Source: an optimization exercise on an open RTL-to-GDS flow (aim: small area and a short achievable clock period). Production flows keep margins and buffers that such runs may drop. The RTL was checked by simulation tests, not by an equivalence proof against the original design.

## flow/design.v (module list and top-level ports; edited modules follow where they fit)
// module alucontrol: 41 lines
// module mdarr: 3100 lines
// module rca: 18 lines
// module alu: 41 lines
// module ex_stage: 122 lines
module ex_stage (
	input wire clk,
	input wire reset,
	input wire we,
	output wire [4:0] reg_probe,
	output wire [31:0] data_probe,
	output wire write_probe,
	input wire alu_s,
	input wire alu_t,
	input wire alu_op,
	input wire dst_reg,
	input wire is_link,
	input wire is_jump,
	input wire dst_jump,
	input wire [31:0] pc_jump,
	input wire [31:0] pc_next,
	input wire [31:0] data_s,
	input wire [31:0] data_t,
	input wire [31:0] data_c0,
	input wire [5:0] opcode,
	input wire [5:0] funct,
	input wire [4:0] reg_s,
	input wire [4:0] reg_t,
	input wire [4:0] reg_d,
	input wire is_branch,
	input wire mem_read,
	input wire mem_write,
	input wire mem_type,
	input wire mem_to_reg,
	input wire reg_write,
	input wire [31:0] immediate,
	output reg is_branch_out,
	output reg [31:0] pc_branch,
	output reg is_jump_out,
	output reg [31:0] pc_jump_out,
	output reg alu_zero,
	output reg mem_read_out,
	output reg mem_write_out,
	output reg mem_type_out,
	output reg mem_to_reg_out,
	output reg [31:0] alu_out,
	output reg [31:0] data_t_out,
	output reg [4:0] reg_addr,
	output reg reg_write_out
);
  // ...
==> flow/flow/run.sh <==
#!/bin/bash
# Standard ORFS layout (the standard.sh, unchanged synthesis) with two changes:
#  - after synthesis, every combinational cell is swapped to the smallest-area cell of
#    its own family (same function and pins, e.g. nand2_4 -> nand2_1); the placer's
#    repair_design still sizes up what slew or load limits need;
#  - the port buffers that global placement inserts use buf_1 instead of a delay-cell buffer.
set -euo pipefail
W=$PWD
R=$W/orfs/results/$FLOW_PLATFORM/ex_stage/base
bash standard.sh synth > flow_synth.log 2>&1
cat > "$W/downsize_run.tcl" <<EOT
read_db $R/1_synth.odb
source $W/flow/downsize.tcl
downsize_all
write_db $R/1_synth.odb
EOT
openroad -no_init -exit "$W/downsize_run.tcl" > downsize.log 2>&1
bash standard.sh 'BUFFER_PORTS_ARGS=-buffer_cell sky130_fd_sc_hd__buf_1' finish > flow_make.log 2>&1
==> flow/flow/downsize.tcl <==
# Swap every combinational cell to the smallest-area cell of the same family (same function,
# same pins): sky130_fd_sc_hd__<base>_<N> -> the <base>_<M> with least area. Flip-flops stay.
proc downsize_all {} {
  set db [ord::get_db]
  set masters {}
  foreach lib [$db getLibs] {
    foreach m [$lib getMasters] { lappend masters $m }
  }
  array set best {}
  foreach m $masters {
    set n [$m getName]
    if {![regexp {^(sky130_fd_sc_hd__[a-z0-9]+)_([0-9]+)$} $n -> base sz]} { continue }
    set a [expr {[$m getWidth] * [$m getHeight]}]
    if {![info exists best($base)] || $a < [lindex $best($base) 1]} { set best($base) [list $m $a] }
  }
  set n 0
  foreach inst [[ord::get_db_block] getInsts] {
    set m [$inst getMaster]
    set name [$m getName]
    if {![regexp {^(sky130_fd_sc_hd__[a-z0-9]+)_([0-9]+)$} $name -> base sz]} { continue }
    if {[regexp {df|dl|edf|sdf|tap|fill|decap|conb|clkdly|dlygate|dlymetal} $base]} { continue }
    if {![info exists best($base)]} { continue }
    set bm [lindex $best($base) 0]
    if {[$bm getName] ne $name} {
      if {[$inst swapMaster $bm]} { incr n }
    }
  }
  puts "downsize_all: swapped $n instances"
}
==> flow/standard.sh <==
#!/bin/bash
# synth_recipe.tcl (not shown) runs the flow's synth.tcl, then flattens the netlist and writes it again
# the make line also repeats each setting of config.mk as NAME=value (left out here)
make -C /OpenROAD-flow-scripts/flow DESIGN_CONFIG=/design/flow/config.mk WORK_HOME=/design/flow/orfs CLKGATE_MAP_FILE= SYNTH_SCRIPT=/design/flow/synth_recipe.tcl "${@:-finish}"
==> flow/config.mk <==
export PLATFORM = sky130hd
export DESIGN_NAME = ex_stage
export DESIGN_NICKNAME = ex_stage
export VERILOG_FILES = /design/flow/design.v
export SDC_FILE = /design/flow/constraint.sdc
export NUM_CORES = 4
export LEC_CHECK = 0
export ABC_AREA = 1
export CAP_MARGIN = 20
export CORE_MARGIN = 2
export CORE_UTILIZATION = 70
export CTS_CLUSTER_DIAMETER = 50
export CTS_CLUSTER_SIZE = 10
export PLACE_DENSITY = 0.8
export SLEW_MARGIN = 20
==> flow/constraint.sdc <==
create_clock -name core_clock -period 600.0 [get_ports {clk}]
set_input_delay 120.0000 -clock core_clock [delete_from_list [all_inputs] [get_ports {clk}]]
set_output_delay 120.0000 -clock core_clock [all_outputs]
set_load 0.01 [all_outputs]
==> results_dict.tcl, run 1 <==
set metrics [dict create \
    clkbuf_count 17 \
    area_growth_pct 8.726 \
    fin_hold_ws_ns 0.4710 \
    cts_setup_buffers 0 \
    period_share_pct 56.13 \
    die_height_um 237.3 \
    hold_path_depth 2 \
    critPathBufInv 73 \
    vias 46430 \
    met2_usage_pct 78.60 \
    crit_arrival_ns 216.78 \
    finalCriticalPeriod_ns 336.78 \
    grt_overflow 0 \
    wl_mm 149.6 \
    clock-sinks 141 \
    crit_path_start "alu_op" \
    syn_inst 6378 \
    clk_pin_slew_worst_paths_ns 0.06 \
    grt_max_degree 107 \
    syn_area_um2 38110 \
    dpl.cell_count 7376 \
    hold_class "reg2reg" \
    top_usage_layer "met2" \
    final-max-slew-violation-count 0 \
    highest_layer "met5" \
    cts_tree "built" \
    dp_hpwl_mm 116.9 \
    status "no timing/DRC/antenna violations" \
    buffers 518 \
    clkLatencyLatePin_ns 0.46 \
    wl_met1_mm 52.51 \
    setup.worst_path.end "data_probe[11]" \
    syn_nets 7240 \
    gp_congestion 1.106 \
]
==> module alu, before the edit <==
module alu(
	input wire op_add, op_sub, op_slt, op_and, op_or, op_xor, op_nor,
	input wire op_sll, op_srl, op_sra, op_lui, op_mov, op_mul, op_div,
	input wire op_beq, op_bne,
	input wire [31:0] s,
	input wire [31:0] t,
	input wire [4:0] shamt,
	input wire link,
	input wire [31:0] pc_next,
	output wire zero,
	output wire [31:0] out
);
wire shft = op_sll | op_srl | op_sra;
wire [31:0] md_t = shft ? (32'd1 << shamt) : t;
wire md_div = op_div | op_srl | op_sra;
wire cmp = op_slt | op_beq | op_bne;
wire md_add = op_add | op_sub | cmp;
wire md_sub = op_sub | cmp | md_div;
wire [31:0] prod, quot;
wire co;
mdarr md(.s(s), .t(md_t), .div(md_div), .sub(md_sub), .add(md_add),
         .prod(prod), .quot(quot), .cout(co));
wire lts = (s[31] ^ t[31]) ? s[31] : ~co;
wire eq = ~|prod;
assign zero = (op_beq & eq) | (op_bne & ~eq);
wire neg = op_sra & s[31];
wire [31:0] sra_fill = ~(32'hffffffff >> shamt);
wire c11 = op_and | op_or | op_mov;
wire c10 = op_or | op_xor | op_mov;
wire c01 = op_or | op_xor;
wire c00 = op_nor;
wire [31:0] lg = (s & t & {32{c11}}) | (s & ~t & {32{c10}}) | (~s & t & {32{c01}}) | (~s & ~t & {32{c00}});
wire nl = ~link;
assign out = ({32{(op_add | op_sub | op_mul | op_sll) & nl}} & prod)
           | {31'd0, op_slt & nl & lts}
           | ({32{nl}} & lg)
           | ({32{op_lui & nl}} & {t[15:0], 16'h0000})
           | ({32{md_div & nl}} & quot)
           | ({32{neg & nl}} & sra_fill)
           | ({32{link}} & pc_next);
endmodule
==> run 2, diff against run 1 <==
--- a/flow/design.v
+++ b/flow/design.v
@@ -40,8 +40,7 @@
 assign op_bne = i & (opcode == 6'h5);
 endmodule
-module mdarr(input wire [31:0] s, input wire [31:0] t, input wire div, input wire sub, input wire add,
-             output wire [31:0] prod, output wire [31:0] quot, output wire cout);
-wire [31:0] bv = t ^ {32{sub}};
-wire cin = sub;
+module mdarr(input wire [31:0] s, input wire [31:0] t, input wire div,
+             output wire [31:0] prod, output wire [31:0] quot);
+wire [31:0] bv = t ^ {32{div}};
 wire [32:1] thigh;
 assign thigh[32] = 1'b0;
@@ -79,7 +78,15 @@
 assign thigh[1] = thigh[2] | t[1];
 wire [31:0] q;
-wire [0:0] s31_a = s[31] & div;
+wire [15:0] g31_o;
+mdgrp31 ug31(.bv(bv), .thigh(thigh), .div(div), .sb(s[31:16]), .gq(q[31:16]), .g_out(g31_o));
+wire [31:0] g15_o;
+mdgrp15 ug15(.g_in(g31_o), .bv(bv), .thigh(thigh), .div(div), .sb(s[15:0]), .gq(q[15:0]), .g_out(g15_o));
+assign prod = g15_o;
+assign quot = (thigh[1] | t[0]) ? q : 32'd0;
+endmodule
+module mdgrp31(input wire [31:0] bv, input wire [32:1] thigh, input wire div, input wire [31:16] sb, output wire [31:16] gq, output wire [15:0] g_out);
+wire [0:0] s31_a = sb[31] & div;
 wire [1:0] s31_g0, s31_p0;
-assign s31_g0[0] = cin; assign s31_p0[0] = 1'b0;
+assign s31_g0[0] = div; assign s31_p0[0] = 1'b0;
 assign s31_g0[1] = s31_a[0] & bv[0]; assign s31_p0[1] = s31_a[0] ^ bv[0];
 wire s31_G1 = s31_g0[1] | (s31_p0[1] & s31_g0[0]); wire s31_P1 = s31_p0[1] & s31_p0[0];
@@ -90,10 +97,10 @@
 assign s31_x[0] = s31_p0[1] ^ s31_g0[0];
 wire s31_co = s31_G1;
-wire s31_cond = div ? (s31_co & ~thigh[1]) : s[31];
-assign q[31] = s31_co & ~thigh[1];
+wire s31_cond = div ? (s31_co & ~thigh[1]) : sb[31];
+assign gq[31] = s31_co & ~thigh[1];
 wire [0:0] s31_o = s31_cond ? s31_x : s31_a;
-wire [1:0] s30_a = {s31_o[0:0], s[30] & div};
+wire [1:0] s30_a = {s31_o[0:0], sb[30] & div};
 wire [2:0] s30_g0, s30_p0;
-assign s30_g0[0] = cin; assign s30_p0[0] = 1'b0;
+assign s30_g0[0] = div; assign s30_p0[0] = 1'b0;
 assign s30_g0[1] = s30_a[0] & bv[0]; assign s30_p0[1] = s30_a[0] ^ bv[0];
 assign s30_g0[2] = s30_a[1] & bv[1]; assign s30_p0[2] = s30_a[1] ^ bv[1];
@@ -108,10 +115,10 @@
 assign s30_x[1] = s30_p0[2] ^ s30_G1;
 wire s30_co = s30_G2;
-wire s30_cond = div ? (s30_co & ~thigh[2]) : s[30];
-assign q[30] = s30_co & ~thigh[2];
+wire s30_cond = div ? (s30_co & ~thigh[2]) : sb[30];
+assign gq[30] = s30_co & ~thigh[2];
 wire [1:0] s30_o = s30_cond ? s30_x : s30_a;
-wire [2:0] s29_a = {s30_o[1:0], s[29] & div};
+wire [2:0] s29_a = {s30_o[1:0], sb[29] & div};
 wire [3:0] s29_g0, s29_p0;
-assign s29_g0[0] = cin; assign s29_p0[0] = 1'b0;
+assign s29_g0[0] = div; assign s29_p0[0] = 1'b0;
 assign s29_g0[1] = s29_a[0] & bv[0]; assign s29_p0[1] = s29_a[0] ^ bv[0];
 assign s29_g0[2] = s29_a[1] & bv[1]; assign s29_p0[2] = s29_a[1] ^ bv[1];
@@ -131,10 +138,10 @@
 assign s29_x[2] = s29_p0[3] ^ s29_G3;
 wire s29_co = s29_G4;
-wire s29_cond = div ? (s29_co & ~thigh[3]) : s[29];
-assign q[29] = s29_co & ~thigh[3];
+wire s29_cond = div ? (s29_co & ~thigh[3]) : sb[29];
+assign gq[29] = s29_co & ~thigh[3];
 wire [2:0] s29_o = s29_cond ? s29_x : s29_a;
-wire [3:0] s28_a = {s29_o[2:0], s[28] & div};
+wire [3:0] s28_a = {s29_o[2:0], sb[28] & div};
 wire [4:0] s28_g0, s28_p0;
-assign s28_g0[0] = cin; assign s28_p0[0] = 1'b0;
+assign s28_g0[0] = div; assign s28_p0[0] = 1'b0;
 assign s28_g0[1] = s28_a[0] & bv[0]; assign s28_p0[1] = s28_a[0] ^ bv[0];
 assign s28_g0[2] = s28_a[1] & bv[1]; assign s28_p0[2] = s28_a[1] ^ bv[1];
@@ -158,10 +165,10 @@
 assign s28_x[3] = s28_p0[4] ^ s28_G4;
 wire s28_co = s28_G5;
-wire s28_cond = div ? (s28_co & ~thigh[4]) : s[28];
-assign q[28] = s28_co & ~thigh[4];
+wire s28_cond = div ? (s28_co & ~thigh[4]) : sb[28];
+assign gq[28] = s28_co & ~thigh[4];
 wire [3:0] s28_o = s28_cond ? s28_x : s28_a;
-wire [4:0] s27_a = {s28_o[3:0], s[27] & div};
+wire [4:0] s27_a = {s28_o[3:0], sb[27] & div};
 wire [5:0] s27_g0, s27_p0;
-assign s27_g0[0] = cin; assign s27_p0[0] = 1'b0;
+assign s27_g0[0] = div; assign s27_p0[0] = 1'b0;
 assign s27_g0[1] = s27_a[0] & bv[0]; assign s27_p0[1] = s27_a[0] ^ bv[0];
 assign s27_g0[2] = s27_a[1] & bv[1]; assign s27_p0[2] = s27_a[1] ^ bv[1];
@@ -190,10 +197,10 @@
 assign s27_x[4] = s27_p0[5] ^ s27_G6;
 wire s27_co = s27_G7;
-wire s27_cond = div ? (s27_co & ~thigh[5]) : s[27];
-assign q[27] = s27_co & ~thigh[5];
+wire s27_cond = div ? (s27_co & ~thigh[5]) : sb[27];
+assign gq[27] = s27_co & ~thigh[5];
 wire [4:0] s27_o = s27_cond ? s27_x : s27_a;
-wire [5:0] s26_a = {s27_o[4:0], s[26] & div};
+wire [5:0] s26_a = {s27_o[4:0], sb[26] & div};
 wire [6:0] s26_g0, s26_p0;
-assign s26_g0[0] = cin; assign s26_p0[0] = 1'b0;
+assign s26_g0[0] = div; assign s26_p0[0] = 1'b0;
 assign s26_g0[1] = s26_a[0] & bv[0]; assign s26_p0[1] = s26_a[0] ^ bv[0];
 assign s26_g0[2] = s26_a[1] & bv[1]; assign s26_p0[2] = s26_a[1] ^ bv[1];
@@ -227,10 +234,10 @@
 assign s26_x[5] = s26_p0[6] ^ s26_G8;
 wire s26_co = s26_G9;
-wire s26_cond = div ? (s26_co & ~thigh[6]) : s[26];
-assign q[26] = s26_co & ~thigh[6];
+wire s26_cond = div ? (s26_co & ~thigh[6]) : sb[26];
+assign gq[26] = s26_co & ~thigh[6];
 wire [5:0] s26_o = s26_cond ? s26_x : s26_a;
-wire [6:0] s25_a = {s26_o[5:0], s[25] & div};
+wire [6:0] s25_a = {s26_o[5:0], sb[25] & div};
 wire [7:0] s25_g0, s25_p0;
-assign s25_g0[0] = cin; assign s25_p0[0] = 1'b0;
+assign s25_g0[0] = div; assign s25_p0[0] = 1'b0;
 assign s25_g0[1] = s25_a[0] & bv[0]; assign s25_p0[1] = s25_a[0] ^ bv[0];
 assign s25_g0[2] = s25_a[1] & bv[1]; assign s25_p0[2] = s25_a[1] ^ bv[1];
@@ -270,10 +277,10 @@
 assign s25_x[6] = s25_p0[7] ^ s25_G11;
 wire s25_co = s25_G12;
-wire s25_cond = div ? (s25_co & ~thigh[7]) : s[25];
-assign q[25] = s25_co & ~thigh[7];
+wire s25_cond = div ? (s25_co & ~thigh[7]) : sb[25];
+assign gq[25] = s25_co & ~thigh[7];
 wire [6:0] s25_o = s25_cond ? s25_x : s25_a;
-wire [7:0] s24_a = {s25_o[6:0], s[24] & div};
+wire [7:0] s24_a = {s25_o[6:0], sb[24] & div};
 wire [8:0] s24_g0, s24_p0;
-assign s24_g0[0] = cin; assign s24_p0[0] = 1'b0;
+assign s24_g0[0] = div; assign s24_p0[0] = 1'b0;
 assign s24_g0[1] = s24_a[0] & bv[0]; assign s24_p0[1] = s24_a[0] ^ bv[0];
 assign s24_g0[2] = s24_a[1] & bv[1]; assign s24_p0[2] = s24_a[1] ^ bv[1];
@@ -317,10 +324,10 @@
 assign s24_x[7] = s24_p0[8] ^ s24_G12;
 wire s24_co = s24_G13;
-wire s24_cond = div ? (s24_co & ~thigh[8]) : s[24];
-assign q[24] = s24_co & ~thigh[8];
+wire s24_cond = div ? (s24_co & ~thigh[8]) : sb[24];
+assign gq[24] = s24_co & ~thigh[8];
 wire [7:0] s24_o = s24_cond ? s24_x : s24_a;
-wire [8:0] s23_a = {s24_o[7:0], s[23] & div};
+wire [8:0] s23_a = {s24_o[7:0], sb[23] & div};
 wire [9:0] s23_g0, s23_p0;
-assign s23_g0[0] = cin; assign s23_p0[0] = 1'b0;
+assign s23_g0[0] = div; assign s23_p0[0] = 1'b0;
 assign s23_g0[1] = s23_a[0] & bv[0]; assign s23_p0[1] = s23_a[0] ^ bv[0];
 assign s23_g0[2] = s23_a[1] & bv[1]; assign s23_p0[2] = s23_a[1] ^ bv[1];
@@ -369,10 +376,10 @@
 assign s23_x[8] = s23_p0[9] ^ s23_G14;
 wire s23_co = s23_G15;
-wire s23_cond = div ? (s23_co & ~thigh[9]) : s[23];
-assign q[23] = s23_co & ~thigh[9];
+wire s23_cond = div ? (s23_co & ~thigh[9]) : sb[23];
+assign gq[23] = s23_co & ~thigh[9];
 wire [8:0] s23_o = s23_cond ? s23_x : s23_a;
-wire [9:0] s22_a = {s23_o[8:0], s[22] & div};
+wire [9:0] s22_a = {s23_o[8:0], sb[22] & div};
 wire [10:0] s22_g0, s22_p0;
-assign s22_g0[0] = cin; assign s22_p0[0] = 1'b0;
+assign s22_g0[0] = div; assign s22_p0[0] = 1'b0;
 assign s22_g0[1] = s22_a[0] & bv[0]; assign s22_p0[1] = s22_a[0] ^ bv[0];
 assign s22_g0[2] = s22_a[1] & bv[1]; assign s22_p0[2] = s22_a[1] ^ bv[1];
@@ -426,10 +433,10 @@
 assign s22_x[9] = s22_p0[10] ^ s22_G16;
 wire s22_co = s22_G17;
-wire s22_cond = div ? (s22_co & ~thigh[10]) : s[22];
-assign q[22] = s22_co & ~thigh[10];
+wire s22_cond = div ? (s22_co & ~thigh[10]) : sb[22];
+assign gq[22] = s22_co & ~thigh[10];
 wire [9:0] s22_o = s22_cond ? s22_x : s22_a;
-wire [10:0] s21_a = {s22_o[9:0], s[21] & div};
+wire [10:0] s21_a = {s22_o[9:0], sb[21] & div};
 wire [11:0] s21_g0, s21_p0;
-assign s21_g0[0] = cin; assign s21_p0[0] = 1'b0;
+assign s21_g0[0] = div; assign s21_p0[0] = 1'b0;
 assign s21_g0[1] = s21_a[0] & bv[0]; assign s21_p0[1] = s21_a[0] ^ bv[0];
 assign s21_g0[2] = s21_a[1] & bv[1]; assign s21_p0[2] = s21_a[1] ^ bv[1];
@@ -489,10 +496,10 @@
 assign s21_x[10] = s21_p0[11] ^ s21_G19;
 wire s21_co = s21_G20;
-wire s21_cond = div ? (s21_co & ~thigh[11]) : s[21];
-assign q[21] = s21_co & ~thigh[11];
+wire s21_cond = div ? (s21_co & ~thigh[11]) : sb[21];
+assign gq[21] = s21_co & ~thigh[11];
 wire [10:0] s21_o = s21_cond ? s21_x : s21_a;
-wire [11:0] s20_a = {s21_o[10:0], s[20] & div};
+wire [11:0] s20_a = {s21_o[10:0], sb[20] & div};
 wire [12:0] s20_g0, s20_p0;
-assign s20_g0[0] = cin; assign s20_p0[0] = 1'b0;
+assign s20_g0[0] = div; assign s20_p0[0] = 1'b0;
 assign s20_g0[1] = s20_a[0] & bv[0]; assign s20_p0[1] = s20_a[0] ^ bv[0];
 assign s20_g0[2] = s20_a[1] & bv[1]; assign s20_p0[2] = s20_a[1] ^ bv[1];
@@ -557,10 +564,10 @@
 assign s20_x[11] = s20_p0[12] ^ s20_G21;
 wire s20_co = s20_G22;
-wire s20_cond = div ? (s20_co & ~thigh[12]) : s[20];
-assign q[20] = s20_co & ~thigh[12];
+wire s20_cond = div ? (s20_co & ~thigh[12]) : sb[20];
+assign gq[20] = s20_co & ~thigh[12];
 wire [11:0] s20_o = s20_cond ? s20_x : s20_a;
-wire [12:0] s19_a = {s20_o[11:0], s[19] & div};
+wire [12:0] s19_a = {s20_o[11:0], sb[19] & div};
 wire [13:0] s19_g0, s19_p0;
-assign s19_g0[0] = cin; assign s19_p0[0] = 1'b0;
+assign s19_g0[0] = div; assign s19_p0[0] = 1'b0;
 assign s19_g0[1] = s19_a[0] & bv[0]; assign s19_p0[1] = s19_a[0] ^ bv[0];
 assign s19_g0[2] = s19_a[1] & bv[1]; assign s19_p0[2] = s19_a[1] ^ bv[1];
@@ -631,10 +638,10 @@
 assign s19_x[12] = s19_p0[13] ^ s19_G24;
 wire s19_co = s19_G25;
-wire s19_cond = div ? (s19_co & ~thigh[13]) : s[19];
-assign q[19] = s19_co & ~thigh[13];
+wire s19_cond = div ? (s19_co & ~thigh[13]) : sb[19];
+assign gq[19] = s19_co & ~thigh[13];
 wire [12:0] s19_o = s19_cond ? s19_x : s19_a;
-wire [13:0] s18_a = {s19_o[12:0], s[18] & div};
+wire [13:0] s18_a = {s19_o[12:0], sb[18] & div};
 wire [14:0] s18_g0, s18_p0;
-assign s18_g0[0] = cin; assign s18_p0[0] = 1'b0;
+assign s18_g0[0] = div; assign s18_p0[0] = 1'b0;
 assign s18_g0[1] = s18_a[0] & bv[0]; assign s18_p0[1] = s18_a[0] ^ bv[0];
 assign s18_g0[2] = s18_a[1] & bv[1]; assign s18_p0[2] = s18_a[1] ^ bv[1];
@@ -711,10 +718,10 @@
 assign s18_x[13] = s18_p0[14] ^ s18_G27;
 wire s18_co = s18_G28;
-wire s18_cond = div ? (s18_co & ~thigh[14]) : s[18];
-assign q[18] = s18_co & ~thigh[14];
+wire s18_cond = div ? (s18_co & ~thigh[14]) : sb[18];
+assign gq[18] = s18_co & ~thigh[14];
 wire [13:0] s18_o = s18_cond ? s18_x : s18_a;
-wire [14:0] s17_a = {s18_o[13:0], s[17] & div};
+wire [14:0] s17_a = {s18_o[13:0], sb[17] & div};
 wire [15:0] s17_g0, s17_p0;
-assign s17_g0[0] = cin; assign s17_p0[0] = 1'b0;
+assign s17_g0[0] = div; assign s17_p0[0] = 1'b0;
 assign s17_g0[1] = s17_a[0] & bv[0]; assign s17_p0[1] = s17_a[0] ^ bv[0];
 assign s17_g0[2] = s17_a[1] & bv[1]; assign s17_p0[2] = s17_a[1] ^ bv[1];
@@ -798,10 +805,10 @@
 assign s17_x[14] = s17_p0[15] ^ s17_G31;
 wire s17_co = s17_G32;
-wire s17_cond = div ? (s17_co & ~thigh[15]) : s[17];
-assign q[17] = s17_co & ~thigh[15];
+wire s17_cond = div ? (s17_co & ~thigh[15]) : sb[17];
+assign gq[17] = s17_co & ~thigh[15];
 wire [14:0] s17_o = s17_cond ? s17_x : s17_a;
-wire [15:0] s16_a = {s17_o[14:0], s[16] & div};
+wire [15:0] s16_a = {s17_o[14:0], sb[16] & div};
 wire [16:0] s16_g0, s16_p0;
-assign s16_g0[0] = cin; assign s16_p0[0] = 1'b0;
+assign s16_g0[0] = div; assign s16_p0[0] = 1'b0;
 assign s16_g0[1] = s16_a[0] & bv[0]; assign s16_p0[1] = s16_a[0] ^ bv[0];
 assign s16_g0[2] = s16_a[1] & bv[1]; assign s16_p0[2] = s16_a[1] ^ bv[1];
@@ -889,10 +896,13 @@
 assign s16_x[15] = s16_p0[16] ^ s16_G32;
 wire s16_co = s16_G33;
-wire s16_cond = div ? (s16_co & ~thigh[16]) : s[16];
-assign q[16] = s16_co & ~thigh[16];
+wire s16_cond = div ? (s16_co & ~thigh[16]) : sb[16];
+assign gq[16] = s16_co & ~thigh[16];
 wire [15:0] s16_o = s16_cond ? s16_x : s16_a;
-wire [16:0] s15_a = {s16_o[15:0], s[15] & div};
+assign g_out = s16_o;
+endmodule
+module mdgrp15(input wire [15:0] g_in, input wire [31:0] bv, input wire [32:1] thigh, input wire div, input wire [15:0] sb, output wire [15:0] gq, output wire [31:0] g_out);
+wire [16:0] s15_a = {g_in[15:0], sb[15] & div};
 wire [17:0] s15_g0, s15_p0;
-assign s15_g0[0] = cin; assign s15_p0[0] = 1'b0;
+assign s15_g0[0] = div; assign s15_p0[0] = 1'b0;
 assign s15_g0[1] = s15_a[0] & bv[0]; assign s15_p0[1] = s15_a[0] ^ bv[0];
 assign s15_g0[2] = s15_a[1] & bv[1]; assign s15_p0[2] = s15_a[1] ^ bv[1];
@@ -985,10 +995,10 @@
 assign s15_x[16] = s15_p0[17] ^ s15_G34;
 wire s15_co = s15_G35;
-wire s15_cond = div ? (s15_co & ~thigh[17]) : s[15];
-assign q[15] = s15_co & ~thigh[17];
+wire s15_cond = div ? (s15_co & ~thigh[17]) : sb[15];
+assign gq[15] = s15_co & ~thigh[17];
 wire [16:0] s15_o = s15_cond ? s15_x : s15_a;
-wire [17:0] s14_a = {s15_o[16:0], s[14] & div};
+wire [17:0] s14_a = {s15_o[16:0], sb[14] & div};
 wire [18:0] s14_g0, s14_p0;
-assign s14_g0[0] = cin; assign s14_p0[0] = 1'b0;
+assign s14_g0[0] = div; assign s14_p0[0] = 1'b0;
 assign s14_g0[1] = s14_a[0] & bv[0]; assign s14_p0[1] = s14_a[0] ^ bv[0];
 assign s14_g0[2] = s14_a[1] & bv[1]; assign s14_p0[2] = s14_a[1] ^ bv[1];
@@ -1086,10 +1096,10 @@
 assign s14_x[17] = s14_p0[18] ^ s14_G36;
 wire s14_co = s14_G37;
-wire s14_cond = div ? (s14_co & ~thigh[18]) : s[14];
-assign q[14] = s14_co & ~thigh[18];
+wire s14_cond = div ? (s14_co & ~thigh[18]) : sb[14];
+assign gq[14] = s14_co & ~thigh[18];
 wire [17:0] s14_o = s14_cond ? s14_x : s14_a;
-wire [18:0] s13_a = {s14_o[17:0], s[13] & div};
+wire [18:0] s13_a = {s14_o[17:0], sb[13] & div};
 wire [19:0] s13_g0, s13_p0;
-assign s13_g0[0] = cin; assign s13_p0[0] = 1'b0;
+assign s13_g0[0] = div; assign s13_p0[0] = 1'b0;
 assign s13_g0[1] = s13_a[0] & bv[0]; assign s13_p0[1] = s13_a[0] ^ bv[0];
 assign s13_g0[2] = s13_a[1] & bv[1]; assign s13_p0[2] = s13_a[1] ^ bv[1];
@@ -1193,10 +1203,10 @@
 assign s13_x[18] = s13_p0[19] ^ s13_G39;
 wire s13_co = s13_G40;
-wire s13_cond = div ? (s13_co & ~thigh[19]) : s[13];
-assign q[13] = s13_co & ~thigh[19];
+wire s13_cond = div ? (s13_co & ~thigh[19]) : sb[13];
+assign gq[13] = s13_co & ~thigh[19];
 wire [18:0] s13_o = s13_cond ? s13_x : s13_a;
-wire [19:0] s12_a = {s13_o[18:0], s[12] & div};
+wire [19:0] s12_a = {s13_o[18:0], sb[12] & div};
 wire [20:0] s12_g0, s12_p0;
-assign s12_g0[0] = cin; assign s12_p0[0] = 1'b0;
+assign s12_g0[0] = div; assign s12_p0[0] = 1'b0;
 assign s12_g0[1] = s12_a[0] & bv[0]; assign s12_p0[1] = s12_a[0] ^ bv[0];
 assign s12_g0[2] = s12_a[1] & bv[1]; assign s12_p0[2] = s12_a[1] ^ bv[1];
@@ -1305,10 +1315,10 @@
 assign s12_x[19] = s12_p0[20] ^ s12_G41;
 wire s12_co = s12_G42;
-wire s12_cond = div ? (s12_co & ~thigh[20]) : s[12];
-assign q[12] = s12_co & ~thigh[20];
+wire s12_cond = div ? (s12_co & ~thigh[20]) : sb[12];
+assign gq[12] = s12_co & ~thigh[20];
 wire [19:0] s12_o = s12_cond ? s12_x : s12_a;
-wire [20:0] s11_a = {s12_o[19:0], s[11] & div};
+wire [20:0] s11_a = {s12_o[19:0], sb[11] & div};
 wire [21:0] s11_g0, s11_p0;
-assign s11_g0[0] = cin; assign s11_p0[0] = 1'b0;
+assign s11_g0[0] = div; assign s11_p0[0] = 1'b0;
 assign s11_g0[1] = s11_a[0] & bv[0]; assign s11_p0[1] = s11_a[0] ^ bv[0];
 assign s11_g0[2] = s11_a[1] & bv[1]; assign s11_p0[2] = s11_a[1] ^ bv[1];
@@ -1423,10 +1433,10 @@
 assign s11_x[20] = s11_p0[21] ^ s11_G44;
 wire s11_co = s11_G45;
-wire s11_cond = div ? (s11_co & ~thigh[21]) : s[11];
-assign q[11] = s11_co & ~thigh[21];
+wire s11_cond = div ? (s11_co & ~thigh[21]) : sb[11];
+assign gq[11] = s11_co & ~thigh[21];
 wire [20:0] s11_o = s11_cond ? s11_x : s11_a;
-wire [21:0] s10_a = {s11_o[20:0], s[10] & div};
+wire [21:0] s10_a = {s11_o[20:0], sb[10] & div};
 wire [22:0] s10_g0, s10_p0;
-assign s10_g0[0] = cin; assign s10_p0[0] = 1'b0;
+assign s10_g0[0] = div; assign s10_p0[0] = 1'b0;
 assign s10_g0[1] = s10_a[0] & bv[0]; assign s10_p0[1] = s10_a[0] ^ bv[0];
 assign s10_g0[2] = s10_a[1] & bv[1]; assign s10_p0[2] = s10_a[1] ^ bv[1];
@@ -1547,10 +1557,10 @@
 assign s10_x[21] = s10_p0[22] ^ s10_G47;
 wire s10_co = s10_G48;
-wire s10_cond = div ? (s10_co & ~thigh[22]) : s[10];
-assign q[10] = s10_co & ~thigh[22];
+wire s10_cond = div ? (s10_co & ~thigh[22]) : sb[10];
+assign gq[10] = s10_co & ~thigh[22];
 wire [21:0] s10_o = s10_cond ? s10_x : s10_a;
-wire [22:0] s9_a = {s10_o[21:0], s[9] & div};
+wire [22:0] s9_a = {s10_o[21:0], sb[9] & div};
 wire [23:0] s9_g0, s9_p0;
-assign s9_g0[0] = cin; assign s9_p0[0] = 1'b0;
+assign s9_g0[0] = div; assign s9_p0[0] = 1'b0;
 assign s9_g0[1] = s9_a[0] & bv[0]; assign s9_p0[1] = s9_a[0] ^ bv[0];
 assign s9_g0[2] = s9_a[1] & bv[1]; assign s9_p0[2] = s9_a[1] ^ bv[1];
@@ -1678,10 +1688,10 @@
 assign s9_x[22] = s9_p0[23] ^ s9_G51;
 wire s9_co = s9_G52;
-wire s9_cond = div ? (s9_co & ~thigh[23]) : s[9];
-assign q[9] = s9_co & ~thigh[23];
+wire s9_cond = div ? (s9_co & ~thigh[23]) : sb[9];
+assign gq[9] = s9_co & ~thigh[23];
 wire [22:0] s9_o = s9_cond ? s9_x : s9_a;
-wire [23:0] s8_a = {s9_o[22:0], s[8] & div};
+wire [23:0] s8_a = {s9_o[22:0], sb[8] & div};
 wire [24:0] s8_g0, s8_p0;
-assign s8_g0[0] = cin; assign s8_p0[0] = 1'b0;
+assign s8_g0[0] = div; assign s8_p0[0] = 1'b0;
 assign s8_g0[1] = s8_a[0] & bv[0]; assign s8_p0[1] = s8_a[0] ^ bv[0];
 assign s8_g0[2] = s8_a[1] & bv[1]; assign s8_p0[2] = s8_a[1] ^ bv[1];
@@ -1814,10 +1824,10 @@
 assign s8_x[23] = s8_p0[24] ^ s8_G53;
 wire s8_co = s8_G54;
-wire s8_cond = div ? (s8_co & ~thigh[24]) : s[8];
-assign q[8] = s8_co & ~thigh[24];
+wire s8_cond = div ? (s8_co & ~thigh[24]) : sb[8];
+assign gq[8] = s8_co & ~thigh[24];
 wire [23:0] s8_o = s8_cond ? s8_x : s8_a;
-wire [24:0] s7_a = {s8_o[23:0], s[7] & div};
+wire [24:0] s7_a = {s8_o[23:0], sb[7] & div};
 wire [25:0] s7_g0, s7_p0;
-assign s7_g0[0] = cin; assign s7_p0[0] = 1'b0;
+assign s7_g0[0] = div; assign s7_p0[0] = 1'b0;
 assign s7_g0[1] = s7_a[0] & bv[0]; assign s7_p0[1] = s7_a[0] ^ bv[0];
 assign s7_g0[2] = s7_a[1] & bv[1]; assign s7_p0[2] = s7_a[1] ^ bv[1];
@@ -1956,10 +1966,10 @@
 assign s7_x[24] = s7_p0[25] ^ s7_G56;
 wire s7_co = s7_G57;
-wire s7_cond = div ? (s7_co & ~thigh[25]) : s[7];
-assign q[7] = s7_co & ~thigh[25];
+wire s7_cond = div ? (s7_co & ~thigh[25]) : sb[7];
+assign gq[7] = s7_co & ~thigh[25];
 wire [24:0] s7_o = s7_cond ? s7_x : s7_a;
-wire [25:0] s6_a = {s7_o[24:0], s[6] & div};
+wire [25:0] s6_a = {s7_o[24:0], sb[6] & div};
 wire [26:0] s6_g0, s6_p0;
-assign s6_g0[0] = cin; assign s6_p0[0] = 1'b0;
+assign s6_g0[0] = div; assign s6_p0[0] = 1'b0;
 assign s6_g0[1] = s6_a[0] & bv[0]; assign s6_p0[1] = s6_a[0] ^ bv[0];
 assign s6_g0[2] = s6_a[1] & bv[1]; assign s6_p0[2] = s6_a[1] ^ bv[1];
@@ -2104,10 +2114,10 @@
 assign s6_x[25] = s6_p0[26] ^ s6_G59;
 wire s6_co = s6_G60;
-wire s6_cond = div ? (s6_co & ~thigh[26]) : s[6];
-assign q[6] = s6_co & ~thigh[26];
+wire s6_cond = div ? (s6_co & ~thigh[26]) : sb[6];
+assign gq[6] = s6_co & ~thigh[26];
 wire [25:0] s6_o = s6_cond ? s6_x : s6_a;
-wire [26:0] s5_a = {s6_o[25:0], s[5] & div};
+wire [26:0] s5_a = {s6_o[25:0], sb[5] & div};
 wire [27:0] s5_g0, s5_p0;
-assign s5_g0[0] = cin; assign s5_p0[0] = 1'b0;
+assign s5_g0[0] = div; assign s5_p0[0] = 1'b0;
 assign s5_g0[1] = s5_a[0] & bv[0]; assign s5_p0[1] = s5_a[0] ^ bv[0];
 assign s5_g0[2] = s5_a[1] & bv[1]; assign s5_p0[2] = s5_a[1] ^ bv[1];
@@ -2259,10 +2269,10 @@
 assign s5_x[26] = s5_p0[27] ^ s5_G63;
 wire s5_co = s5_G64;
-wire s5_cond = div ? (s5_co & ~thigh[27]) : s[5];
-assign q[5] = s5_co & ~thigh[27];
+wire s5_cond = div ? (s5_co & ~thigh[27]) : sb[5];
+assign gq[5] = s5_co & ~thigh[27];
 wire [26:0] s5_o = s5_cond ? s5_x : s5_a;
-wire [27:0] s4_a = {s5_o[26:0], s[4] & div};
+wire [27:0] s4_a = {s5_o[26:0], sb[4] & div};
 wire [28:0] s4_g0, s4_p0;
-assign s4_g0[0] = cin; assign s4_p0[0] = 1'b0;
+assign s4_g0[0] = div; assign s4_p0[0] = 1'b0;
 assign s4_g0[1] = s4_a[0] & bv[0]; assign s4_p0[1] = s4_a[0] ^ bv[0];
 assign s4_g0[2] = s4_a[1] & bv[1]; assign s4_p0[2] = s4_a[1] ^ bv[1];
@@ -2420,10 +2430,10 @@
 assign s4_x[27] = s4_p0[28] ^ s4_G66;
 wire s4_co = s4_G67;
-wire s4_cond = div ? (s4_co & ~thigh[28]) : s[4];
-assign q[4] = s4_co & ~thigh[28];
+wire s4_cond = div ? (s4_co & ~thigh[28]) : sb[4];
+assign gq[4] = s4_co & ~thigh[28];
 wire [27:0] s4_o = s4_cond ? s4_x : s4_a;
-wire [28:0] s3_a = {s4_o[27:0], s[3] & div};
+wire [28:0] s3_a = {s4_o[27:0], sb[3] & div};
 wire [29:0] s3_g0, s3_p0;
-assign s3_g0[0] = cin; assign s3_p0[0] = 1'b0;
+assign s3_g0[0] = div; assign s3_p0[0] = 1'b0;
 assign s3_g0[1] = s3_a[0] & bv[0]; assign s3_p0[1] = s3_a[0] ^ bv[0];
 assign s3_g0[2] = s3_a[1] & bv[1]; assign s3_p0[2] = s3_a[1] ^ bv[1];
@@ -2588,10 +2598,10 @@
 assign s3_x[28] = s3_p0[29] ^ s3_G70;
 wire s3_co = s3_G71;
-wire s3_cond = div ? (s3_co & ~thigh[29]) : s[3];
-assign q[3] = s3_co & ~thigh[29];
+wire s3_cond = div ? (s3_co & ~thigh[29]) : sb[3];
+assign gq[3] = s3_co & ~thigh[29];
 wire [28:0] s3_o = s3_cond ? s3_x : s3_a;
-wire [29:0] s2_a = {s3_o[28:0], s[2] & div};
+wire [29:0] s2_a = {s3_o[28:0], sb[2] & div};
 wire [30:0] s2_g0, s2_p0;
-assign s2_g0[0] = cin; assign s2_p0[0] = 1'b0;
+assign s2_g0[0] = div; assign s2_p0[0] = 1'b0;
 assign s2_g0[1] = s2_a[0] & bv[0]; assign s2_p0[1] = s2_a[0] ^ bv[0];
 assign s2_g0[2] = s2_a[1] & bv[1]; assign s2_p0[2] = s2_a[1] ^ bv[1];
@@ -2763,10 +2773,10 @@
 assign s2_x[29] = s2_p0[30] ^ s2_G74;
 wire s2_co = s2_G75;
-wire s2_cond = div ? (s2_co & ~thigh[30]) : s[2];
-assign q[2] = s2_co & ~thigh[30];
+wire s2_cond = div ? (s2_co & ~thigh[30]) : sb[2];
+assign gq[2] = s2_co & ~thigh[30];
 wire [29:0] s2_o = s2_cond ? s2_x : s2_a;
-wire [30:0] s1_a = {s2_o[29:0], s[1] & div};
+wire [30:0] s1_a = {s2_o[29:0], sb[1] & div};
 wire [31:0] s1_g0, s1_p0;
-assign s1_g0[0] = cin; assign s1_p0[0] = 1'b0;
+assign s1_g0[0] = div; assign s1_p0[0] = 1'b0;
 assign s1_g0[1] = s1_a[0] & bv[0]; assign s1_p0[1] = s1_a[0] ^ bv[0];
 assign s1_g0[2] = s1_a[1] & bv[1]; assign s1_p0[2] = s1_a[1] ^ bv[1];
@@ -2946,10 +2956,10 @@
 assign s1_x[30] = s1_p0[31] ^ s1_G79;
 wire s1_co = s1_G80;
-wire s1_cond = div ? (s1_co & ~thigh[31]) : s[1];
-assign q[1] = s1_co & ~thigh[31];
+wire s1_cond = div ? (s1_co & ~thigh[31]) : sb[1];
+assign gq[1] = s1_co & ~thigh[31];
 wire [30:0] s1_o = s1_cond ? s1_x : s1_a;
-wire [31:0] s0_a = add ? s : {s1_o[30:0], s[0] & div};
+wire [31:0] s0_a = {s1_o[30:0], sb[0] & div};
 wire [32:0] s0_g0, s0_p0;
-assign s0_g0[0] = cin; assign s0_p0[0] = 1'b0;
+assign s0_g0[0] = div; assign s0_p0[0] = 1'b0;
 assign s0_g0[1] = s0_a[0] & bv[0]; assign s0_p0[1] = s0_a[0] ^ bv[0];
 assign s0_g0[2] = s0_a[1] & bv[1]; assign s0_p0[2] = s0_a[1] ^ bv[1];
@@ -3133,10 +3143,8 @@
 assign s0_x[31] = s0_p0[32] ^ s0_G80;
 wire s0_co = s0_G81;
-wire s0_cond = add | (div ? s0_co : s[0]);
-assign cout = s0_co;
-assign q[0] = s0_co & ~1'b0;
+wire s0_cond = div ? (s0_co & ~1'b0) : sb[0];
+assign gq[0] = s0_co & ~1'b0;
 wire [31:0] s0_o = s0_cond ? s0_x : s0_a;
-assign prod = s0_o;
-assign quot = (thigh[1] | t[0]) ? q : 32'd0;
+assign g_out = s0_o;
 endmodule
 module rca #(parameter N = 32) (
@@ -3170,17 +3178,16 @@
 	output wire [31:0] out
 );
+wire sub = op_sub | op_slt | op_beq | op_bne;
+wire [31:0] sum;
+wire co;
+rca #(32) add(.a(s), .b(t ^ {32{sub}}), .ci(sub), .y(sum), .co(co));
+wire lts = (s[31] ^ t[31]) ? s[31] : ~co;
+wire eq = ~|sum;
+assign zero = (op_beq & eq) | (op_bne & ~eq);
 wire shft = op_sll | op_srl | op_sra;
 wire [31:0] md_t = shft ? (32'd1 << shamt) : t;
 wire md_div = op_div | op_srl | op_sra;
-wire cmp = op_slt | op_beq | op_bne;
-wire md_add = op_add | op_sub | cmp;
-wire md_sub = op_sub | cmp | md_div;
 wire [31:0] prod, quot;
-wire co;
-mdarr md(.s(s), .t(md_t), .div(md_div), .sub(md_sub), .add(md_add),
-         .prod(prod), .quot(quot), .cout(co));
-wire lts = (s[31] ^ t[31]) ? s[31] : ~co;
-wire eq = ~|prod;
-assign zero = (op_beq & eq) | (op_bne & ~eq);
+mdarr md(.s(s), .t(md_t), .div(md_div), .prod(prod), .quot(quot));
 wire neg = op_sra & s[31];
 wire [31:0] sra_fill = ~(32'hffffffff >> shamt);
@@ -3191,8 +3198,9 @@
 wire [31:0] lg = (s & t & {32{c11}}) | (s & ~t & {32{c10}}) | (~s & t & {32{c01}}) | (~s & ~t & {32{c00}});
 wire nl = ~link;
-assign out = ({32{(op_add | op_sub | op_mul | op_sll) & nl}} & prod)
+assign out = ({32{(op_add | op_sub) & nl}} & sum)
            | {31'd0, op_slt & nl & lts}
            | ({32{nl}} & lg)
            | ({32{op_lui & nl}} & {t[15:0], 16'h0000})
+           | ({32{(op_mul | op_sll) & nl}} & prod)
            | ({32{md_div & nl}} & quot)
            | ({32{neg & nl}} & sra_fill)
==> flow/flow/run.sh (replaced) <==
#!/bin/bash
# Standard ORFS layout, but the port buffers that global placement inserts use the
# smallest plain buffer (buf_1) instead of the default choice (a delay-cell buffer).
set -euo pipefail
bash standard.sh 'BUFFER_PORTS_ARGS=-buffer_cell sky130_fd_sc_hd__buf_1' finish > flow_make.log 2>&1
--- a/flow/config.mk
+++ b/flow/config.mk
@@ -14,2 +14,4 @@
 export PLACE_DENSITY = 0.8
 export SLEW_MARGIN = 20
+export SYNTH_HIERARCHICAL = 1
+export SYNTH_MINIMUM_KEEP_SIZE = 0
removed: flow/flow/downsize.tcl
==> run 2 against run 1 <==
Compared with the run above: still clean; wire length rose by 0.95%; count of clock-buffer cells in the layout did not move; final area up 8.3%; critical path type unchanged.
==> results_dict.tcl, run 2 <==
set metrics [dict create \
    status "no timing/DRC/antenna violations" \
    setup.worst_path.end "data_probe[23]" \
    hold_class "reg2reg" \
    die-area_um2 62690 \
    crit_path_start_kind "input pin" \
    worstMarginPinSlew_ns 1.088 \
    htree_num_levels 4 \
    wl_mm 151.0 \
    layout_common_cells "nand2_1, inv_1, nand3_1" \
    syn_nets 7689 \
    core_region_area_um2 60130 \
    syn_inst 6762 \
    final-max-slew-violation-count 0 \
    viasPerCell 5.948 \
    hold_buffers 0 \
    cts_buffer_depth 2 \
    final_core_util_pct 74.66 \
    clkLatencyLatePin_ns 0.47 \
    finalCriticalPeriod_ns 321.68 \
    grt_pass1_wl_mm 231.4 \
    crit_slowest_cell "o21ai_0" \
    setup_viol 0 \
    port_buffers 408 \
    post_cts_resized 0 \
    final_nets 7984 \
    yosysWarnings 7 \
    initial_core_util_pct 70.67 \
    r2r_start "pc_jump_out[23]" \
    grt_max_degree 78 \
    timing.rr.end "pc_jump_out[23]" \
    num_rows 90 \
    vias 46740 \
    syn_area_um2 42490 \
    drc 0 \
    layout_commonest_cell "nand2_1" \
    maxSlewHeadroom_pct 26.69 \
    wl_per_cell_um 19.21 \
    drv_cap 0 \
    clock-sinks 141 \
    cts_tree "built" \
    cpMostUsedCell "nand2_1" \
    first_global_vias 42570 \
    worst_clock_skew_ns 0 \
    critPathMaxFanout 35 \
    drive_gt1_share_pct 9.165 \
    clk_pin_slew_worst_paths_ns 0.07 \
    r2r_slack_ns 599.23 \
    die_width_um 250.4 \
    drtIter0Drc 4752 \
    finalHoldViolations 0 \
    clock.fmax_mhz 3.109 \
    grt_overflow 0 \
    cts_buffers 17 \
    area_growth_pct 5.650 \
    rr_worst_depth 4 \
    crit_path_start "funct[4]" \
    final.setup.tns_ns 0 \
    grt_antenna_before_repair 8 \
    crit_path_end_kind "output port" \
    grt_usage_pct 46.92 \
    pin_count 414 \
    max_stage_delay_ns 0.88 \
    dp_hpwl_mm 121.8 \
    die_height_um 250.4 \
    dr.pass1.iters 7 \
    period_share_pct 53.61 \
    crit_type "in2out" \
    crit_arrival_ns 201.68 \
    rsz0062_at_grt "false" \
    ant_nets 0 \
    cts_setup_buffers 0 \
    avgSynthCellArea_um2 6.284 \
    cp_data_required_time_ns 480.00 \
    gp_congestion 1.062 \
    root_buffer "clkbuf_16" \
]
[run 2: metrics by stage]
stage | hold WS [ns] | instance area [um2] | std cells | setup slack [ns]
after floorplan | 0.4828 | 42490 | 6762 | 297.28
after global placement | 0.4465 | 44260 | 7819 | 282.21
after detailed placement | 0.4513 | 44260 | 7819 | 280.30
after CTS | 0.4616 | 44860 | 7851 | 280.04
after global routing | 0.4710 | 44880 | 7853 | 270.98
final | 0.4608 | 44900 | 7859 | 278.32
[run 2: how the worst min path moves through the flow]
stage,from,to,slack (ns),cells past startpoint
floorplan,pc_branch[24],pc_branch[24],0.48,2
global placement,pc_branch[6],pc_branch[6],0.45,2
detailed placement,alu_out[27],alu_out[27],0.45,2
CTS,alu_out[19],alu_out[19],0.46,2
global route,alu_out[19],alu_out[19],0.47,2
finish,alu_out[31],alu_out[31],0.46,2
[run 2: area by class of cell]
class	instances	area, um2
antenna	7	17.52
clock buffer	17	425.4
clock inverter	15	176.4
fill	5119	15240
inverter	890	3363
multi-input combinational	5526	35010
sequential	141	2823
tap	782	978.4
timing repair buffer	481	2098
[run 2: metal layers]
metal  GRT usage, %  routed length [um]  vias up
met5              0                  51        -
met3          10.99               17600      600
li1               -                   -    22360
met1          58.66               57700    21300
met2          71.70               63280     2483
met4          32.16               12350        6
[run 2: worst max-delay path, delay by kind of cell]
kind            cells  cell delay [ns]
simple gates      372            40.13
buf+inv            54            10.72
xor+xnor            1             0.20
fa+ha+maj          36            11.10
compound gates    100            18.87

[port drivers added, routing unchanged]
How much do the figures lean on ideal ports? The routed layouts below were timed once more, with nothing changed but the port constraints. Step 1 assumes that a clkbuf_16 drives the clock port and a buf_2 every other input. Step 2 adds t to the input delays and takes it off the output delays; t is the mean of the earliest and latest rising clock arrival at the registers after step 1. Input paths then give back, and output paths get back, about the clock's delay inside the block. a / b / c = ideal ports / drivers / drivers and shift; a / b = the first two.
run	shift t [ns]	setup slack, ns	worst hold slack (ns)	worst data-port slew with drivers (ns)	cell pins on the clock port's net
run 1	0.502	263.216 / 263.190 / 263.190	0.471 / 0.471 / 0.471	0.10	1
run 2	0.512	278.320 / 278.282 / 278.282	0.461 / 0.461 / 0.461	0.14	1
After both steps setup and hold are still met in every run listed. For run 2, which loses most, drivers alone change the setup slack by -0.038 ns; drivers and shift together by -0.038 ns.
